Context: an optimization exercise on an open-source flow, tuned for small area, a short achievable clock period and few clock cycles per item. The choices shown serve that exercise and are no tape-out recipe. Where RTL was checked, it was by simulation tests only, not by an equivalence proof against the original. No activity file was given, so power comes from the tool's default toggle rates.

==> run P <==
==> flow/design.v (excerpt) <==
module Optical_8x8ctrl_top#(
    parameter       P_BAR       =   1'b0,
    parameter       P_CROSS     =   1'b1,
    parameter       P_DSTWIDTH  =   3   ,
    parameter       P_PORTNUM   =   8   ,
    parameter       P_SWITCHNUM =   4
)(
    input                                   i_clk           ,
    input                                   i_rst           ,
    input  [P_DSTWIDTH*P_PORTNUM - 1:0]     i_8x8_req       ,
    input                                   i_8x8_valid     ,
    output [19:0]                           o_grant_8x8     ,
    output                                  o_grant_valid
);
wire [3:0]  w_s;
wire [11:0] w_e0;
wire [7:0]  w_d1;
reg  [3:1]  r_s;
reg  [11:0] r_e0;
reg  [7:0]  r_d1;
reg         r_valid;
benes8_route u_route (.i_req(i_8x8_req), .o_s(w_s), .o_e0(w_e0), .o_d1(w_d1));
benes8_finish u_fin (.i_s({r_s, 1'b0}), .i_e0(r_e0), .i_d1(r_d1), .o_grant(o_grant_8x8));
assign o_grant_valid = r_valid;
always @(posedge i_clk) begin
    r_s  <= w_s[3:1];
    r_e0 <= w_e0;
    r_d1 <= w_d1;
end
always @(posedge i_clk or posedge i_rst) begin
    if (i_rst) r_valid <= 1'b0;
    else       r_valid <= i_8x8_valid;
end
endmodule
==> module Optical_8x8ctrl_top, before the edit <==
module Optical_8x8ctrl_top#(
    parameter       P_BAR       =   1'b0,
    parameter       P_CROSS     =   1'b1,
    parameter       P_DSTWIDTH  =   3   ,
    parameter       P_PORTNUM   =   8   ,
    parameter       P_SWITCHNUM =   4
)(
    input                                   i_clk           ,
    input                                   i_rst           ,
    input  [P_DSTWIDTH*P_PORTNUM - 1:0]     i_8x8_req       ,
    input                                   i_8x8_valid     ,
    output [19:0]                           o_grant_8x8     ,
    output                                  o_grant_valid
);
wire [3:0]  w_s;
wire [11:0] w_e0;
wire [7:0]  w_d1;
reg  [3:1]  r_s;
reg  [11:0] r_e0;
reg  [7:0]  r_d1;
reg         r_valid;
benes8_route u_route (.i_req(i_8x8_req), .o_s(w_s), .o_e0(w_e0), .o_d1(w_d1));
benes8_finish u_fin (.i_s({r_s, 1'b0}), .i_e0(r_e0), .i_d1(r_d1), .o_grant(o_grant_8x8));
assign o_grant_valid = r_valid;
always @(posedge i_clk) begin
    r_s  <= w_s[3:1];
    r_e0 <= w_e0;
    r_d1 <= w_d1;
end
always @(posedge i_clk or posedge i_rst) begin
    if (i_rst) r_valid <= 1'b0;
    else       r_valid <= i_8x8_valid;
end
endmodule
==> module benes4_route, before the edit <==
module benes4_route(
    input  [7:0] d,
    output [5:0] g
);
wire [3:0] z0, z1, z2, z3;    
wire [3:0] hi;                
genvar i;
generate
    for (i = 0; i < 4; i = i + 1) begin : g_dec
        assign z0[i] = d[2*i +: 2] == 2'd0;
        assign z1[i] = d[2*i +: 2] == 2'd1;
        assign z2[i] = d[2*i +: 2] == 2'd2;
        assign z3[i] = d[2*i +: 2] == 2'd3;
        assign hi[i] = d[2*i+1];
    end
endgenerate
assign g[0] = ~z0[0];
assign g[1] = z0[2] | z0[3];
assign g[3] = z0[3];
assign g[2] = (hi[0] & (z1[1] | z1[2] | z1[3])) | (hi[1] & (z1[2] | z1[3])) | (hi[2] & z1[3]);
assign g[4] = ~((z1[0] & (hi[1] | hi[2] | hi[3])) | (z1[1] & (hi[2] | hi[3])) | (z1[2] & hi[3]));
assign g[5] = (z3[0] & (z2[1] | z2[2] | z2[3])) | (z3[1] & (z2[2] | z2[3])) | (z3[2] & z2[3]);
endmodule
==> module benes8_route, before the edit <==
module benes8_route(
    input  [23:0] i_req,
    output [3:0]  o_s,
    output [11:0] o_e0,
    output [7:0]  o_d1
);
wire [2:0] dst [0:7];
wire [1:0] D   [0:7];
genvar gi;
generate
    for (gi = 0; gi < 8; gi = gi + 1) begin : g_in
        assign dst[gi] = i_req[3*gi +: 3];
        assign D[gi]   = i_req[3*gi+1 +: 2];
    end
endgenerate
wire e02 = D[0] == D[2], e04 = D[0] == D[4];
wire e13 = D[1] == D[3], e14 = D[1] == D[4], e15 = D[1] == D[5];
wire e16 = D[1] == D[6], e17 = D[1] == D[7];
wire e24 = D[2] == D[4], e25 = D[2] == D[5], e27 = D[2] == D[7];
wire e34 = D[3] == D[4], e35 = D[3] == D[5], e36 = D[3] == D[6], e37 = D[3] == D[7];
wire e47 = D[4] == D[7], e57 = D[5] == D[7];
wire [3:0] s;
assign s[0] = 1'b0;
assign s[1] = e13 | e02 | (e15 & e34) | (e14 & e35) | (e17 & e36) | (e16 & e37);
assign s[2] = e04 | e15 | ((e24 | e35) & ~s[1]) | ((e34 | e25) & s[1]);
assign s[3] = e17 | (e27 & s[1]) | (e37 & ~s[1]) | (e47 & s[2]) | (e57 & ~s[2]);
generate
    for (gi = 0; gi < 4; gi = gi + 1) begin : g_sub
        assign o_e0[3*gi +: 3] = s[gi] ? dst[2*gi+1] : dst[2*gi];
        assign o_d1[2*gi +: 2] = s[gi] ? D[2*gi] : D[2*gi+1];
    end
endgenerate
assign o_s = s;
endmodule
==> module benes8_finish, before the edit <==
module benes8_finish(
    input  [3:0]  i_s,
    input  [11:0] i_e0,
    input  [7:0]  i_d1,
    output [19:0] o_grant
);
genvar gi;
wire [2:0] e0 [0:3];
wire [7:0] d0;
generate
    for (gi = 0; gi < 4; gi = gi + 1) begin : g_sub
        assign e0[gi] = i_e0[3*gi +: 3];
        assign d0[2*gi +: 2] = e0[gi][2:1];
    end
endgenerate
wire [5:0] g0, g1;
benes4_route u_sub0 (.d(d0), .g(g0));
benes4_route u_sub1 (.d(i_d1), .g(g1));
wire [3:0] go;
generate
    for (gi = 0; gi < 4; gi = gi + 1) begin : g_out
        assign go[gi] = ((e0[0][2:1] == gi) & e0[0][0]) | ((e0[1][2:1] == gi) & e0[1][0]) |
                        ((e0[2][2:1] == gi) & e0[2][0]) | ((e0[3][2:1] == gi) & e0[3][0]);
    end
endgenerate
assign o_grant = {go, i_s, g1, g0};
endmodule
Settings: LEC_CHECK=0, CAP_MARGIN=20, CORE_MARGIN=2, CORE_UTILIZATION=40, SLEW_MARGIN=20; clock period 19.0 ns.
standard.sh (not shown) runs the stock make flow with config.mk's settings and CLKGATE_MAP_FILE= SYNTH_SCRIPT=/design/flow/synth_recipe.tcl, a recipe that flattens the netlist after the stock synthesis.
==> flow/flow/run.sh <==
#!/bin/bash
# Standard ORFS layout, with plain buffers (instead of delay buffers) on the
# ports and a smaller clock tree. Each tool's output goes to flow.log here;
# ORFS's per-step logs stay under orfs/logs/.
set -euo pipefail
cd "$(dirname "$0")/.."
export BUFFER_PORTS_ARGS="-buffer_cell sky130_fd_sc_hd__buf_2"
export SETUP_SLACK_MARGIN=13.3
bash standard.sh > flow.log 2>&1
==> run H: changes against run P <==
--- a/flow/flow/run.sh
+++ b/flow/flow/run.sh
@@ -5,5 +5,4 @@
 set -euo pipefail
 cd "$(dirname "$0")/.."
 export BUFFER_PORTS_ARGS="-buffer_cell sky130_fd_sc_hd__buf_2"
-export SETUP_SLACK_MARGIN=13.3
 bash standard.sh > flow.log 2>&1
==> run A: changes against run P <==
==> flow/design.v (replaced) <==
`timescale 1ns / 1ps
module Optical_8x8ctrl_top#(
    parameter       P_BAR       =   1'b0,
    parameter       P_CROSS     =   1'b1,
    parameter       P_DSTWIDTH  =   3   ,
    parameter       P_PORTNUM   =   8   ,
    parameter       P_SWITCHNUM =   4
)(
    input                                   i_clk           ,
    input                                   i_rst           ,
    input  [P_DSTWIDTH*P_PORTNUM - 1:0]     i_8x8_req       ,
    input                                   i_8x8_valid     ,
    output [19:0]                           o_grant_8x8     ,
    output                                  o_grant_valid
);
wire [3:1] w_s;
wire [8:0] w_e0;
wire       w_b3;
wire [5:0] w_d1;
reg  [3:1] r_s;      
reg  [8:0] r_e0;     
reg        r_b3;     
reg  [5:0] r_d1;     
reg        r_valid;
benes8_in u_in (
    .i_req (i_8x8_req),
    .o_s   (w_s),
    .o_e0  (w_e0),
    .o_b3  (w_b3),
    .o_d1  (w_d1)
);
benes8_out u_out (
    .i_s     (r_s),
    .i_e0    (r_e0),
    .i_b3    (r_b3),
    .i_d1    (r_d1),
    .o_grant (o_grant_8x8)
);
assign o_grant_valid = r_valid;
always @(posedge i_clk) begin
    r_s  <= w_s;
    r_e0 <= w_e0;
    r_b3 <= w_b3;
    r_d1 <= w_d1;
end
always @(posedge i_clk or posedge i_rst) begin
    if (i_rst) r_valid <= 1'b0;
    else       r_valid <= i_8x8_valid;
end
endmodule
module benes8_in(
    input  [23:0] i_req,
    output [3:1]  o_s,
    output [8:0]  o_e0,
    output        o_b3,
    output [5:0]  o_d1
);
wire [2:0] dst [0:7];
wire [1:0] D   [0:7];
genvar gi;
generate
    for (gi = 0; gi < 8; gi = gi + 1) begin : g_in
        assign dst[gi] = i_req[3*gi +: 3];
        assign D[gi]   = i_req[3*gi+1 +: 2];
    end
endgenerate
wire e02 = D[0] == D[2], e04 = D[0] == D[4];
wire e13 = D[1] == D[3], e14 = D[1] == D[4], e15 = D[1] == D[5];
wire e16 = D[1] == D[6], e17 = D[1] == D[7];
wire e24 = D[2] == D[4], e25 = D[2] == D[5], e27 = D[2] == D[7];
wire e34 = D[3] == D[4], e35 = D[3] == D[5], e36 = D[3] == D[6], e37 = D[3] == D[7];
wire e47 = D[4] == D[7], e57 = D[5] == D[7];
wire s1 = e13 | e02 | (e15 & e34) | (e14 & e35) | (e17 & e36) | (e16 & e37);
wire s2_0 = e04 | e15 | e24 | e35;
wire s2_1 = e04 | e15 | e34 | e25;
wire s3_0 = e17 | e37 | (e47 & s2_0) | (e57 & ~s2_0);
wire s3_1 = e17 | e27 | (e47 & s2_1) | (e57 & ~s2_1);
wire s2 = s1 ? s2_1 : s2_0;
wire s3 = s1 ? s3_1 : s3_0;
wire [4:0] pass2_0 = s2_0 ? {D[4], dst[5]} : {D[5], dst[4]};
wire [4:0] pass2_1 = s2_1 ? {D[4], dst[5]} : {D[5], dst[4]};
wire [4:0] pass2   = s1 ? pass2_1 : pass2_0;
wire b3_0 = s3_0 ? dst[7][0] : dst[6][0];
wire b3_1 = s3_1 ? dst[7][0] : dst[6][0];
assign o_s     = {s3, s2, s1};
assign o_e0    = {pass2[2:0], s1 ? dst[3] : dst[2], dst[0]};
assign o_d1    = {pass2[4:3], s1 ? D[2] : D[3], D[1]};
assign o_b3    = s1 ? b3_1 : b3_0;
endmodule
module benes4_route(
    input  [5:0] d,
    output [5:0] g,
    output [3:0] z0, z1, z2, z3
);
genvar i;
generate
    for (i = 0; i < 3; i = i + 1) begin : g_dec
        assign z0[i] = d[2*i +: 2] == 2'd0;
        assign z1[i] = d[2*i +: 2] == 2'd1;
        assign z2[i] = d[2*i +: 2] == 2'd2;
        assign z3[i] = d[2*i +: 2] == 2'd3;
    end
endgenerate
assign z0[3] = ~(z0[0] | z0[1] | z0[2]);
assign z1[3] = ~(z1[0] | z1[1] | z1[2]);
assign z2[3] = ~(z2[0] | z2[1] | z2[2]);
assign z3[3] = ~(z3[0] | z3[1] | z3[2]);
wire [3:0] hi = z2 | z3;
assign g[0] = ~z0[0];
assign g[1] = z0[2] | z0[3];
assign g[3] = z0[3];
assign g[2] = (hi[0] & ~z1[0]) | (hi[1] & (z1[2] | z1[3])) | (hi[2] & z1[3]);
assign g[4] = ~((z1[0] & (hi[1] | hi[2] | hi[3])) | (z1[1] & (hi[2] | hi[3])) | (z1[2] & hi[3]));
assign g[5] = z3[0] | (z3[1] & ~z2[0]) | (z3[2] & z2[3]);
endmodule
module benes8_out(
    input  [3:1] i_s,
    input  [8:0] i_e0,
    input        i_b3,
    input  [5:0] i_d1,
    output [19:0] o_grant
);
wire [5:0] g0, g1;
wire [3:0] z0, z1, z2, z3;
wire [3:0] y0, y1, y2, y3;
benes4_route u_sub0 (
    .d  ({i_e0[8:7], i_e0[5:4], i_e0[2:1]}),
    .g  (g0), .z0 (z0), .z1 (z1), .z2 (z2), .z3 (z3)
);
benes4_route u_sub1 (
    .d  (i_d1),
    .g  (g1), .z0 (y0), .z1 (y1), .z2 (y2), .z3 (y3)
);
wire [3:0] b = {i_b3, i_e0[6], i_e0[3], i_e0[0]};
wire [3:0] go;
assign go[0] = |(z0 & b);
assign go[1] = |(z1 & b);
assign go[2] = |(z2 & b);
assign go[3] = |(z3 & b);
assign o_grant = {go, i_s, 1'b0, g1, g0};
endmodule
==> flow/flow/run.sh (replaced) <==
#!/bin/bash
# Standard ORFS layout (the standard.sh) with plain buffers instead of delay
# buffers on the ports, minimum-size output-port buffers and smaller clock-tree
# buffers. All tool output goes to flow.log in the work folder; ORFS's per-step
# logs stay under orfs/logs/.
set -euo pipefail
cd "$(dirname "$0")/.."
W=$(pwd)
export BUFFER_PORTS_ARGS="-buffer_cell sky130_fd_sc_hd__buf_2"
export POST_GLOBAL_PLACE_TCL=$W/flow/outbuf.tcl
export CTS_ARGS="-sink_clustering_enable -sink_clustering_size 30 -sink_clustering_max_diameter 200 -repair_clock_nets -buf_list {sky130_fd_sc_hd__clkbuf_8} -root_buf sky130_fd_sc_hd__clkbuf_8 -dont_use_dummy_load"
bash standard.sh > flow.log 2>&1
==> flow/flow/outbuf.tcl (new file) <==
# After port buffering and global placement: shrink each output port's buffer
# to the minimum size (it drives only the port's load).
foreach inst [get_cells output*] {
  set cell [get_property $inst ref_name]
  if {$cell eq "sky130_fd_sc_hd__buf_2"} {
    replace_cell $inst sky130_fd_sc_hd__buf_1
  }
}
--- a/flow/config.mk
+++ b/flow/config.mk
@@ -6,6 +6,6 @@
 export NUM_CORES = 4
 export LEC_CHECK = 0
 export CAP_MARGIN = 20
-export CORE_MARGIN = 2
-export CORE_UTILIZATION = 40
+export CORE_AREA = 2 2 64 64
+export DIE_AREA = 0 0 66 66
 export SLEW_MARGIN = 20
==> run B: changes against run P <==
==> flow/design.v (replaced) <==
`timescale 1ns / 1ps
module Optical_8x8ctrl_top#(
    parameter       P_BAR       =   1'b0,
    parameter       P_CROSS     =   1'b1,
    parameter       P_DSTWIDTH  =   3   ,
    parameter       P_PORTNUM   =   8   ,
    parameter       P_SWITCHNUM =   4
)(
    input                                   i_clk           ,
    input                                   i_rst           ,
    input  [P_DSTWIDTH*P_PORTNUM - 1:0]     i_8x8_req       ,
    input                                   i_8x8_valid     ,
    output [19:0]                           o_grant_8x8     ,
    output                                  o_grant_valid
);
wire [19:0] w_grant;
reg  [19:0] r_grant;
reg         r_valid;
benes8_route u_route (.i_req(i_8x8_req), .o_grant(w_grant));
assign o_grant_8x8   = r_grant;
assign o_grant_valid = r_valid;
always @(posedge i_clk)
    r_grant <= w_grant;
always @(posedge i_clk or posedge i_rst) begin
    if (i_rst) r_valid <= 1'b0;
    else       r_valid <= i_8x8_valid;
end
endmodule
module benes4_route(
    input  [7:0] d,
    output [5:0] g
);
wire [3:0] z0, z1, z2, z3;    
wire [3:0] hi;                
genvar i;
generate
    for (i = 0; i < 4; i = i + 1) begin : g_dec
        assign z0[i] = d[2*i +: 2] == 2'd0;
        assign z1[i] = d[2*i +: 2] == 2'd1;
        assign z2[i] = d[2*i +: 2] == 2'd2;
        assign z3[i] = d[2*i +: 2] == 2'd3;
        assign hi[i] = d[2*i+1];
    end
endgenerate
assign g[0] = ~z0[0];
assign g[1] = z0[2] | z0[3];
assign g[3] = z0[3];
assign g[2] = (hi[0] & (z1[1] | z1[2] | z1[3])) | (hi[1] & (z1[2] | z1[3])) | (hi[2] & z1[3]);
assign g[4] = ~((z1[0] & (hi[1] | hi[2] | hi[3])) | (z1[1] & (hi[2] | hi[3])) | (z1[2] & hi[3]));
assign g[5] = (z3[0] & (z2[1] | z2[2] | z2[3])) | (z3[1] & (z2[2] | z2[3])) | (z3[2] & z2[3]);
endmodule
module benes8_route(
    input  [23:0] i_req,
    output [19:0] o_grant
);
wire [2:0] dst [0:7];
wire [1:0] D   [0:7];
genvar gi;
generate
    for (gi = 0; gi < 8; gi = gi + 1) begin : g_in
        assign dst[gi] = i_req[3*gi +: 3];
        assign D[gi]   = i_req[3*gi+1 +: 2];
    end
endgenerate
wire x1_01 = (D[0] == D[2]) | (D[1] == D[3]);
wire x0_01 = (D[0] == D[3]) | (D[1] == D[2]);
wire x1_02 = (D[0] == D[4]) | (D[1] == D[5]);
wire x0_02 = (D[0] == D[5]) | (D[1] == D[4]);
wire x1_03 = (D[0] == D[6]) | (D[1] == D[7]);
wire x0_03 = (D[0] == D[7]) | (D[1] == D[6]);
wire x1_12 = (D[2] == D[4]) | (D[3] == D[5]);
wire x0_12 = (D[2] == D[5]) | (D[3] == D[4]);
wire x1_13 = (D[2] == D[6]) | (D[3] == D[7]);
wire x0_13 = (D[2] == D[7]) | (D[3] == D[6]);
wire x1_23 = (D[4] == D[6]) | (D[5] == D[7]);
wire x0_23 = (D[4] == D[7]) | (D[5] == D[6]);
wire l_01 = x1_01 | x0_01, l_02 = x1_02 | x0_02, l_03 = x1_03 | x0_03;
wire l_12 = x1_12 | x0_12, l_13 = x1_13 | x0_13, l_23 = x1_23 | x0_23;
wire p_10 = x1_01 | (x1_02 & x0_12) | (x0_02 & x1_12) | (x1_03 & x0_13) | (x0_03 & x1_13);
wire p_20 = x1_02 | (x1_01 & x0_12) | (x0_01 & x1_12) | (x1_03 & x0_23) | (x0_03 & x1_23);
wire c_20 = l_02 | (l_01 & l_12) | (l_03 & l_23);
wire p_21 = x1_12 | (x1_13 & x0_23) | (x0_13 & x1_23);
wire p_30 = x1_03 | (x1_01 & x0_13) | (x0_01 & x1_13) | (x1_02 & x0_23) | (x0_02 & x1_23);
wire c_30 = l_03 | (l_01 & l_13) | (l_02 & l_23);
wire p_31 = x1_13 | (x1_12 & x0_23) | (x0_12 & x1_23);
wire c_31 = l_13 | (l_12 & l_23);
wire [3:0] s;
assign s[0] = 1'b0;
assign s[1] = p_10;
assign s[2] = p_20 | (~c_20 & p_21);
assign s[3] = p_30 | (~c_30 & (p_31 | (~c_31 & x1_23)));
wire [2:0] e0 [0:3];
wire [7:0] d0, d1;
generate
    for (gi = 0; gi < 4; gi = gi + 1) begin : g_sub
        assign e0[gi] = s[gi] ? dst[2*gi+1] : dst[2*gi];
        assign d0[2*gi +: 2] = e0[gi][2:1];
        assign d1[2*gi +: 2] = s[gi] ? D[2*gi] : D[2*gi+1];
    end
endgenerate
wire [5:0] g0, g1;
benes4_route u_sub0 (.d(d0), .g(g0));
benes4_route u_sub1 (.d(d1), .g(g1));
wire [3:0] go;
generate
    for (gi = 0; gi < 4; gi = gi + 1) begin : g_out
        assign go[gi] = ((e0[0][2:1] == gi) & e0[0][0]) | ((e0[1][2:1] == gi) & e0[1][0]) |
                        ((e0[2][2:1] == gi) & e0[2][0]) | ((e0[3][2:1] == gi) & e0[3][0]);
    end
endgenerate
assign o_grant = {go, s, g1, g0};
endmodule
==> flow/run.sh (new file) <==
#!/bin/bash
# synth_recipe.tcl (not shown) runs the flow's synth.tcl, then flattens the netlist and writes it again
# the make line also repeats each setting of config.mk as NAME=value (left out here)
make -C /OpenROAD-flow-scripts/flow DESIGN_CONFIG=/design/flow/config.mk WORK_HOME=/design/flow/orfs CLKGATE_MAP_FILE= SYNTH_SCRIPT=/design/flow/synth_recipe.tcl finish
removed: flow/flow/run.sh
removed: flow/standard.sh
==> summary of the runs <==
Against run B, the critical path depth of run A is lower by 1.
Between run H and run P, the lower final cell count is in run H (gap about 2%, measured against run P).
Of run H and run B, run B has the higher die area (gap about 30%, measured against run B).
Run H passed the timing, DRC and antenna checks. Run A completed with no timing, DRC or antenna violations. Run P completed without violations. Run B ran to the end with no violations.
Power: run H is larger than run A (about 33%).
Routed wire length: run B is higher than run A (about 100%).
Global-route usage: run A < run H < run P < run B.
==> figures <==
item	run A	run B	run P	run H
Run status	timing/DRC/antenna clean	timing/DRC/antenna clean	timing/DRC/antenna clean	timing/DRC/antenna clean
Share of total power consumed by net switching	35.65%	37.41%	34.62%	32.51%
Worst hold margin	3.370 ns	3.667 ns	3.360 ns	3.356 ns
Synthesized netlist net count	192	299	197	197
Clock Sink Count	20	20	24	24
WL per Instance	12.53 µm	16.77 µm	14.60 µm	13.92 µm
Non-clk invs	4	4	8	8
Sequential fraction of total cell area	24.40%	15.02%	22.81%	26.41%
Final cell utilization of the core	45.05%	49.01%	57.27%	49.46%
Global-route wire length before repair	4.933 mm	9.880 mm	6.106 mm	5.720 mm
Area of the die	4356 µm²	6306 µm²	4433 µm²	4433 µm²
Fin worst setup slack	13.46 ns	11.93 ns	13.33 ns	13.10 ns
Routability cong.	-	0.8748	0.8142	0.8836
Proportion of synthesized chip area in sequential cells	27.98%	17.82%	30.99%	30.99%
Testbench counts of run A, summed over its fixed seeds: cycles 2,048, items 2,048.
Testbench counts of run B, summed over its fixed seeds: cycles 2,048, items 2,048.
The RTL of run P and run H was laid out without a check of its function.

-- re-timing with driven ports --
Ports are ideal in the flow. The routed layouts listed here were re-timed in OpenROAD. Step 1 (the two cells are an assumption about what drives the block):
set clk [get_ports {i_clk}]
set_driving_cell -lib_cell sky130_fd_sc_hd__clkbuf_16 $clk
set_driving_cell -lib_cell sky130_fd_sc_hd__buf_2 [delete_from_list [all_inputs] $clk]
Step 2, shift: input delay + t, output delay - t, t = (earliest + latest rising clock arrival at the registers) / 2. This alone moves slack from input paths to output paths. a / b / c = ideal ports / drivers / drivers and shift; a / b = the first two.
run	shift t [ns]	setup slack, ns	worst setup path at the end	latest minus earliest clock arrival (ns)	pins driven straight from the clock port
run P	0.282	13.331 / 13.334 / 13.052	input to register	0.004 / 0.004	1
run H	0.280	13.098 / 13.103 / 12.824	input to register	0.003 / 0.003	1
run A	0.269	13.458 / 13.462 / 13.193	input to register	0.007 / 0.006	1
run B	0.283	11.929 / 11.935 / 11.651	input to register	0.009 / 0.009	1
After both steps setup and hold are still met in every run listed. For run P, which loses most, drivers alone change the setup slack by +0.003 ns; drivers and shift together by -0.279 ns.
